What follows belongs to an exercise in optimizing a design on an open flow for a short achievable clock period and few clock cycles; a production flow would make more cautious choices.
At most, simulation tests tie the RTL to the original design; equivalence was not proved.
No activity file was given, so power comes from the tool's default toggle rates.

==> flow/design.v (excerpt) <==
module Mips(
	input clk,
	input rst,
	output[31:0] imem_addr,
	input[31:0] imem_data,
	output[17:0] SRAM_ADDR,
	output[15:0] SRAM_WDATA,
	input[15:0] SRAM_RDATA,
	output SRAM_WE_N
);
localparam CIB = 4;               
localparam NCS = 1 << CIB;        
localparam CTB = 16 - CIB;        
localparam SBB = 2;               
localparam SBD = 1 << SBB;        
localparam [1:0] S_IDLE = 2'd0, S_ISSHI = 2'd1, S_CAPLO = 2'd2, S_CAPHI = 2'd3;
reg [31:0] pcf;
reg [31:0] ia_q;          
reg [15:0] btb_v;
reg [25:0] btb_tag [0:15];
reg [29:0] btb_tgt [0:15];
reg [2:0]  btb_ctr [0:15];
reg [7:0]  btb_dif [0:15];
reg [15:0] btb_xn;
reg        v2;
reg [31:0] pc2, seq2;
reg        bh2, pt2;
reg [2:0]  bc2;
reg        vS;
reg [31:0] irS, pcS, seqS;
reg [9:0]  pdS;
reg [31:0] opA_S, opB_S;
reg        srcF_S;         
reg        bWA_S, bWB_S, bW2A_S, bW2B_S;
reg        bhS, ptS, rdfS;
reg [2:0]  bcS;
reg        vD;
reg [31:0] irD, pcD, seqD;
reg [9:0]  pdD;
reg        bhD, ptD, rdfD;    
  ...
export LEC_CHECK = 0
export CAP_MARGIN = 20
export CORE_MARGIN = 2
export CORE_UTILIZATION = 40
export SLEW_MARGIN = 40
create_clock -name core_clock -period 15.0 [get_ports {clk}]
standard.sh (not shown) runs the stock make flow with config.mk's settings and CLKGATE_MAP_FILE= SYNTH_SCRIPT=/design/flow/synth_recipe.tcl, a recipe that flattens the netlist after the stock synthesis.
==> flow/flow/run.sh <==
#!/bin/bash
# Standard ORFS layout (the standard.sh), with timing repair aimed well
# below the 15 ns clock: repair_timing keeps working until the setup slack
# reaches SETUP_SLACK_MARGIN (10.75 ns below the 15 ns clock).
export SETUP_SLACK_MARGIN=10.75
bash standard.sh > standard.log 2>&1
Testbench counts at the start, summed over its fixed seeds: cycles 62,410.
Change:
--- a/flow/flow/run.sh
+++ b/flow/flow/run.sh
@@ -4,2 +4,2 @@
-# reaches SETUP_SLACK_MARGIN (10.75 ns below the 15 ns clock).
-export SETUP_SLACK_MARGIN=10.75
+# reaches SETUP_SLACK_MARGIN (10.7 ns below the 15 ns clock).
+export SETUP_SLACK_MARGIN=10.7
GPL_ROUTABILITY_DRIVEN = 0   (was unset)
Global-route usage fell by 1.2 points; total power decreases by about 0.4%; via count shrinks by about 0.7%; cell area is lower by about 0.7%; utilization drops by 0.32 points.
Change:
CORE_UTILIZATION = 42   (was 40)
GPL_ROUTABILITY_DRIVEN = unset   (was 0)
What happened:
- The new run completed and failed the layout checks on max-capacitance violations, max-slew violations
- via count goes up by 0.40%
- clock-buffer cell count drops by 15
- cell area came out higher by 0.78%
Change:
CORE_UTILIZATION = 40   (was 42)
PLACE_DENSITY = 0.65   (was unset)
With this change the flow passed the timing, design-rule and antenna checks. Total power shrinks by 0.90%. Utilization fell by 2.8 points. Wire length fell by 3.4%. Final cell count rose by 1.4%. Critical path depth goes up by 5. Worst hold slack loses 0.012 ns. Flip-flop and latch count is unchanged.
Change:
--- a/flow/flow/run.sh
+++ b/flow/flow/run.sh
@@ -4,2 +4,2 @@
-# reaches SETUP_SLACK_MARGIN (10.7 ns below the 15 ns clock).
-export SETUP_SLACK_MARGIN=10.7
+# reaches SETUP_SLACK_MARGIN (10.6 ns below the 15 ns clock).
+export SETUP_SLACK_MARGIN=10.6
PLACE_DENSITY = unset   (was 0.65)
Effect:
- flip-flop and latch count does not change
- setup slack gets better by 0.11 ns
- sequential power hardly moves
- wire length barely changes
- final area is about the same
- area after synthesis is unchanged
- global-route usage came out higher by 0.18 points
- die area stays the same
- first-iteration DRC count decreases by 6.3%
- worst hold slack improves by 0.0071 ns
- total power goes up by 0.71%

========
Mips, a different RTL version from the one above (not shown whole).
For scale: roughly 4000 flip-flops.
clock: 15.0 ns
lec_check: 0
abc_clock_period_in_ps: 4500
cap_margin: 20
core_margin: 2
core_utilization: 40
cts_cluster_diameter: 60
cts_cluster_size: 24
slew_margin: 40
==> flow/flow/run.sh <==
#!/bin/bash
# Standard ORFS layout (the standard.sh), with timing repair aimed well
# below the 15 ns clock: repair_timing keeps working until the setup slack
# reaches SETUP_SLACK_MARGIN (10.6 ns below the 15 ns clock).
export SETUP_SLACK_MARGIN=10.6
bash standard.sh > standard.log 2>&1
Then changed:
--- a/flow/config.mk
+++ b/flow/config.mk
@@ -8 +8 @@
-export ABC_CLOCK_PERIOD_IN_PS = 4500
+export ABC_CLOCK_PERIOD_IN_PS = 3000
@@ -12,2 +11,0 @@
-export CTS_CLUSTER_DIAMETER = 60
-export CTS_CLUSTER_SIZE = 24
What happened: Final cell count rises by 0.47%. Design area rose by 0.43%. Global-route usage is about the same. Utilization is higher by 0.21 points.
Function was not checked in any run of this note: the RTL went through the layout flow alone.

========
RTL: one of the versions met above, not the one the previous note started from.
Size in the first run: about 14000 cells after synthesis, about 4300 flip-flops, about 0.20 mm^2 of cells after synthesis.
==> flow/config.mk <==
export PLATFORM = sky130hd
export DESIGN_NAME = Mips
export DESIGN_NICKNAME = Mips
export VERILOG_FILES = /design/flow/design.v
export SDC_FILE = /design/flow/constraint.sdc
export NUM_CORES = 8
export LEC_CHECK = 0
export CAP_MARGIN = 20
export CORE_MARGIN = 2
export CORE_UTILIZATION = 40
export SLEW_MARGIN = 40
==> flow/constraint.sdc <==
create_clock -name core_clock -period 15.0 [get_ports {clk}]
set_input_delay 3.0000 -clock core_clock [delete_from_list [all_inputs] [get_ports {clk}]]
set_output_delay 3.0000 -clock core_clock [all_outputs]
set_load 0.01 [all_outputs]
==> flow/flow/run.sh <==
#!/bin/bash
# Standard ORFS layout (the standard.sh) with two changes to timing repair:
#  - repair_timing keeps working until the setup slack reaches
#    SETUP_SLACK_MARGIN (10.7 ns below the 15 ns clock);
#  - resizing may pick any drive strength of a cell, not only one of the
#    same width (MATCH_CELL_FOOTPRINT=0; the platform default is 1).
export SETUP_SLACK_MARGIN=10.7
bash standard.sh MATCH_CELL_FOOTPRINT=0 finish > standard.log 2>&1
The starting point finished with timing, DRC and antenna clean.
Testbench counts at the start, summed over its fixed seeds: cycles 62,410.
Then changed:
==> flow/flow/run.sh (replaced) <==
#!/bin/bash
# Standard ORFS layout (the standard.sh), with timing repair aimed well
# below the 15 ns clock: repair_timing keeps working until the setup slack
# reaches SETUP_SLACK_MARGIN (10.7 ns below the 15 ns clock).
export SETUP_SLACK_MARGIN=10.7
bash standard.sh > standard.log 2>&1
--- a/flow/config.mk
+++ b/flow/config.mk
@@ -10,2 +10,4 @@
 export CORE_UTILIZATION = 40
+export CTS_CLUSTER_DIAMETER = 80
+export CTS_CLUSTER_SIZE = 20
 export SLEW_MARGIN = 40
=> The new run ran to the end with no violations. Via count is lower by 2.0%. Worst setup slack gets worse by 0.0081 ns. Count of clock-buffer cells in the layout is lower by 184. Register-to-register slack hardly moves. Synthesized area stays the same. Final cell count is lower by 2.1%.
Then changed:
==> flow/flow/run.sh (replaced) <==
#!/bin/bash
# Standard ORFS layout (the standard.sh), with timing repair aimed well
# below the 15 ns clock: repair_timing keeps working until the setup slack
# reaches SETUP_SLACK_MARGIN (10.8 ns below the 15 ns clock).
export SETUP_SLACK_MARGIN=10.8
bash standard.sh > standard.log 2>&1
--- a/flow/config.mk
+++ b/flow/config.mk
@@ -10,4 +10,2 @@
 export CORE_UTILIZATION = 40
-export CTS_CLUSTER_DIAMETER = 80
-export CTS_CLUSTER_SIZE = 20
 export SLEW_MARGIN = 40
Effect:
- The changed run ran to the end with no violations
- final area climbs by 4.9%
- worst hold slack barely changes
- die area is unchanged
- critical path depth is unchanged
- total power came out higher by about 13%
- maximum frequency hardly moves
- routed wire length grows by 4.9%
- global-route usage climbs by 0.83 points
- utilization came out higher by 2.3 points
- setup slack stays flat
- non-clock buffer count is higher by 282

========
Another version of the RTL of Mips (not shown whole).
For scale: roughly 15000 cells after synthesis, about 200000 um2 of cells after synthesis.
==> flow/design.v (excerpt) <==
module Mips(
	input clk,
	input rst,
	output[31:0] imem_addr,
	input[31:0] imem_data,
	output[17:0] SRAM_ADDR,
	output[15:0] SRAM_WDATA,
	input[15:0] SRAM_RDATA,
	output SRAM_WE_N
);
export LEC_CHECK = 0
export CAP_MARGIN = 20
export CORE_MARGIN = 2
export CORE_UTILIZATION = 40
export SLEW_MARGIN = 40
create_clock -name core_clock -period 15.0 [get_ports {clk}]
==> flow/flow/run.sh <==
#!/bin/bash
# Standard ORFS layout (the standard.sh), with timing repair aimed well
# below the 15 ns clock: repair_timing keeps working until the setup slack
# reaches SETUP_SLACK_MARGIN (10.8 ns below the 15 ns clock).
export SETUP_SLACK_MARGIN=10.8
bash standard.sh > standard.log 2>&1
Testbench counts at the start, summed over its fixed seeds: cycles 62,400.
Then changed:
==> flow/flow/run.sh (replaced) <==
#!/bin/bash
# Standard ORFS layout (the standard.sh), with timing repair aimed well
# below the 15 ns clock: repair_timing keeps working until the setup slack
# reaches SETUP_SLACK_MARGIN (10.6 ns below the 15 ns clock).
export SETUP_SLACK_MARGIN=10.6
bash standard.sh > standard.log 2>&1
=> First-iteration DRC count decreases by 7.0%; non-clock buffer count decreases by 243; area after synthesis does not change; total power decreases by 1.6%; hold slack gains 0.019 ns.

========
## run A
Another version of the RTL of Mips (not shown whole).
Size in the first run: about 14,000 cells after synthesis, about 120 I/O pins.
Design Mips, start of the top module:
module Mips(
	input clk,
	input rst,
	output[31:0] imem_addr,
	input[31:0] imem_data,
	output[17:0] SRAM_ADDR,
	output[15:0] SRAM_WDATA,
	input[15:0] SRAM_RDATA,
	output SRAM_WE_N
);
localparam CIB = 4;               
localparam NCS = 1 << CIB;        
localparam CTB = 16 - CIB;        
localparam SBB = 2;               
localparam SBD = 1 << SBB;        
localparam [1:0] S_IDLE = 2'd0, S_ISSHI = 2'd1, S_CAPLO = 2'd2, S_CAPHI = 2'd3;
reg [31:0] pcf;
reg [31:0] ia_q;          
reg [15:0] btb_v;
reg [25:0] btb_tag [0:15];
reg [29:0] btb_tgt [0:15];
reg [2:0]  btb_ctr [0:15];
reg [7:0]  btb_dif [0:15];
reg [15:0] btb_xn;
reg        v2;
reg [31:0] pc2, seq2;
reg [21:0] seq2_p1, seq2_m1;    
reg        bh2, pt2;
reg [2:0]  bc2;
reg        vS;
reg [31:0] irS, pcS, seqS;
reg [9:0]  pdS;
reg [31:0] opA_S, opB_S;
reg        srcF_S;         
reg        bWA_S, bWB_S, bW2A_S, bW2B_S;
reg        bhS, ptS;
reg [2:0]  bcS;
reg        vD;
reg [31:0] irD, pcD, seqD;
reg [9:0]  pdD;
reg        bhD, ptD;
reg [2:0]  bcD;
reg [31:0] opA_D, opB_D;
reg        srcF_D;         
reg [31:0] opA_F, opB_F;   
reg        bWA_D, bWB_D;   
reg        bW2A_D, bW2B_D;  
reg        eA_r, eB_r;     
reg [31:0] rf [1:31];
reg [31:1] rfv;           
reg        vE;
reg [31:0] A_E, B_E, T_E;
reg [4:0]  rsE, rtE;
reg        uA_E, uB_E, uT_E;
reg [15:0] wE;
reg        cvE, heldMiss, specE;
reg [CTB-1:0] ctgE;
reg [31:0] cdE;
reg [4:0]  destE;
reg        weE, ldE, stE, bezE, bneE, jmpE, subE;
reg        cAdd_E, cAnd_E, cOr_E, cNor_E, cXor_E, cSll_E, cSra_E, cSrl_E;
reg        guessE, nzE;
reg [31:0] tgtE, seqE, pcE;
reg        bhE;
reg [2:0]  bcE;
reg [1:0]  mst;
reg        lbV, lbWe, lbFill, lbRdy;
reg [4:0]  lbDest;
reg [15:0] lbW;
reg [15:0] lo_cap;
reg [31:0] dataL;
localparam PFK = 15;
reg        pfV;
reg [3:0]  pfCnt;
reg [15:0] pfW, pfFA;
reg        pf_s1, pf_s2, pf_s3, pfDataV, pfCancel;
reg [15:0] pf_lo;
reg [31:0] pfData;
reg        bu_v, bu_w;
reg [3:0]  bu_i;
  ...
Settings: LEC_CHECK=0, CAP_MARGIN=20, CORE_MARGIN=2, CORE_UTILIZATION=40, SLEW_MARGIN=40; clock period 15.0 ns.
==> flow/flow/run.sh <==
#!/bin/bash
# Standard ORFS layout (the standard.sh) with two changes to timing repair:
#  - repair_timing keeps working until the setup slack reaches
#    SETUP_SLACK_MARGIN (10.6 ns below the 15 ns clock);
#  - resizing may pick any drive strength of a cell, not only one of the
#    same width (MATCH_CELL_FOOTPRINT=0; the platform default is 1).
export SETUP_SLACK_MARGIN=10.6
bash standard.sh MATCH_CELL_FOOTPRINT=0 finish > standard.log 2>&1
Run A: PASS, flow complete, no timing, DRC or antenna violations
Testbench counts of run A, summed over its fixed seeds: cycles 62,400.
For run B, these inputs were changed with respect to run A:
==> flow/flow/run.sh <==
#!/bin/bash
# Standard ORFS layout (the standard.sh), with timing repair aimed well
# below the 15 ns clock: repair_timing keeps working until the setup slack
# reaches SETUP_SLACK_MARGIN (10.6 ns below the 15 ns clock).
export SETUP_SLACK_MARGIN=10.6
bash standard.sh > standard.log 2>&1
Findings:
Run B completed every stage of the flow, and the final layout passed the timing, design-rule and antenna checks.
In summary, run A completed successfully, with a layout that passed the timing, design-rule and antenna checks.
First element of the critical path: subE$_DFFE_PN_ -> run B, imem_data[0] -> run A
Going from run A to run B, number of global-route vias before repair moved down; via-per-instance ratio fell by 0.35%; wire length per cell has decreased; clock share of power lower; final worst clock skew down 0.014 ns.
Run B vs. run A: number of gates resized after cts decreased about 8%; total power fell by 0.48 mW; number of instances in the placed design did not really move.
Summary of the comparison: number of cells on the critical path is lower in run B, relative to run A.
When run B is measured against run A, its area occupied by multi-input gates turns out 880 sq um lower.
The part of the power in combinational logic was comparable across run B and run A.
Relative to run B, the following input files were edited for run C:
==> flow/flow/run.sh <==
#!/bin/bash
# Standard ORFS layout (the standard.sh), with timing repair aimed well
# below the 15 ns clock: repair_timing keeps working until the setup slack
# reaches SETUP_SLACK_MARGIN (10.8 ns below the 15 ns clock).
export SETUP_SLACK_MARGIN=10.8
bash standard.sh > standard.log 2>&1
Compared with run B, run C shows a higher maximum number of pins on one net before global-route repair. Run C vs run B: reported net switching power up by a few percent. Number of filler cells placed in the layout in run C vs run B: down 1.0%. Comparing run B against run C, there is no change at all in depth of the worst hold-timing path. Compared with run B, HPWL reported at the end of detailed placement in run C decreased slightly. Where routed wire length is concerned, run B is better than run C. Compared with run B, run C shows a lower post-route met1 wirelength. Portion of total power attributed to combinational logic: run C vs run B up 0.6 points. On run C: fraction of layout instances using a drive strength above 1 is 2.4 points higher than what run B gave. From run B to run C the numbers moved as follows: power dissipated in the clock network closely matched the old numbers; count of plain and timing-repair buffers picked up an extra 11%.

========
Setup of v6:
Mips, a different RTL version from the one above (not shown whole).
Size: about 4000 flip-flops, about 120 I/O pins, about 190000 um2 of cells after synthesis.
==> flow/config.mk <==
export PLATFORM = sky130hd
export DESIGN_NAME = Mips
export DESIGN_NICKNAME = Mips
export VERILOG_FILES = /design/flow/design.v
export SDC_FILE = /design/flow/constraint.sdc
export NUM_CORES = 8
export LEC_CHECK = 0
export ABC_CLOCK_PERIOD_IN_PS = 4500
export CAP_MARGIN = 20
export CORE_MARGIN = 2
export CORE_UTILIZATION = 40
export SLEW_MARGIN = 40
==> flow/constraint.sdc <==
create_clock -name core_clock -period 15.0 [get_ports {clk}]
set_input_delay 3.0000 -clock core_clock [delete_from_list [all_inputs] [get_ports {clk}]]
set_output_delay 3.0000 -clock core_clock [all_outputs]
set_load 0.01 [all_outputs]
==> flow/flow/run.sh <==
#!/bin/bash
# Standard ORFS layout (the standard.sh), with timing repair aimed well
# below the 15 ns clock: repair_timing keeps working until the setup slack
# reaches SETUP_SLACK_MARGIN (10.6 ns below the 15 ns clock).
export SETUP_SLACK_MARGIN=10.6
bash standard.sh > standard.log 2>&1
--- input diff v6..v7 ---
--- a/flow/flow/run.sh
+++ b/flow/flow/run.sh
@@ -4,2 +4,2 @@
-# reaches SETUP_SLACK_MARGIN (10.6 ns below the 15 ns clock).
-export SETUP_SLACK_MARGIN=10.6
+# reaches SETUP_SLACK_MARGIN (10.2 ns below the 15 ns clock).
+export SETUP_SLACK_MARGIN=10.2
Results
Cell count ended up 113 lower on v7 than on v6. Of v7 and v6, v6 shows the lower CTS buffer count, with v7 above it. | area fraction of clock buffers and clock inverters | v7 vs v6 | ≈ equal |. Delta (v7 minus v6): footprint of the flip-flops and latches essentially unchanged, fmax fell 0.90%, final core area utilization now smaller, met1 track demand over resource shows no meaningful change, area overhead of the layout relative to synthesis lost 1.9 points. v7 vs v6 — worst setup margin dropped 0.044 ns.
No run of this note included a check of the RTL's function; only the layout flow was run.

==> afterwards: timing with drivers on the ports <==
Ports are ideal in the flow. The routed layouts listed here were re-timed in OpenROAD. Step 1 (the two cells are an assumption about what drives the block):
set clk [get_ports {clk}]
set_driving_cell -lib_cell sky130_fd_sc_hd__clkbuf_16 $clk
set_driving_cell -lib_cell sky130_fd_sc_hd__buf_2 [delete_from_list [all_inputs] $clk]
Step 2 times the ports against the registers' clock, not the clock port: input delays grow and output delays shrink by t, the midpoint of the rising clock arrivals with the driver on. Three values: no drivers, after step 1, after step 2; two values: the first two.
| run | t (ns) | slack for setup (ns) | slew at the worst register clock pin (ns) | pins driven straight from the clock port |
|---|---|---|---|---|
| the first run of note 1 | 1.147 | 10.189 / 10.189 / 9.112 | 0.08 / 0.08 | 1 |
| the second run of note 1 | 1.165 | 10.341 / 10.210 / 9.116 | 0.07 / 0.07 | 1 |
| the third run of note 1 | 1.144 | 10.298 / 10.185 / 9.113 | 0.08 / 0.08 | 1 |
| the fourth run of note 1 | 1.149 | 10.234 / 10.234 / 9.095 | 0.07 / 0.07 | 1 |
| the fifth run of note 1 | 1.145 | 10.347 / 10.222 / 9.176 | 0.07 / 0.07 | 1 |
| the first run of note 2 | 1.151 | 10.039 / 10.039 / 9.026 | 0.09 / 0.09 | 1 |
| the second run of note 2 | 1.147 | 10.035 / 10.035 / 9.001 | 0.07 / 0.07 | 1 |
| the first run of note 3 | 1.159 | 10.299 / 10.193 / 9.198 | 0.07 / 0.07 | 1 |
| the second run of note 3 | 1.099 | 10.291 / 10.284 / 9.204 | 0.10 / 0.10 | 1 |
| the third run of note 3 | 1.167 | 10.293 / 10.185 / 9.018 | 0.07 / 0.07 | 1 |
| the first run of note 4 | 1.155 | 10.298 / 10.181 / 9.251 | 0.07 / 0.07 | 1 |
| the second run of note 4 | 1.136 | 10.308 / 10.245 / 9.181 | 0.08 / 0.08 | 1 |
| run A | 1.153 | 10.207 / 10.208 / 9.067 | 0.07 / 0.07 | 1 |
| run B | 1.153 | 10.237 / 10.192 / 9.106 | 0.07 / 0.07 | 1 |
| run C | 1.165 | 10.043 / 10.043 / 9.089 | 0.08 / 0.08 | 1 |
| v6 | 1.141 | 10.147 / 9.965 / 8.824 | 0.08 / 0.08 | 1 |
| v7 | 1.131 | 10.103 / 9.886 / 8.755 | 0.07 / 0.07 | 1 |
The setup slack of v7, which loses most, moves by -0.217 ns with the drivers and by -1.348 ns with both steps.
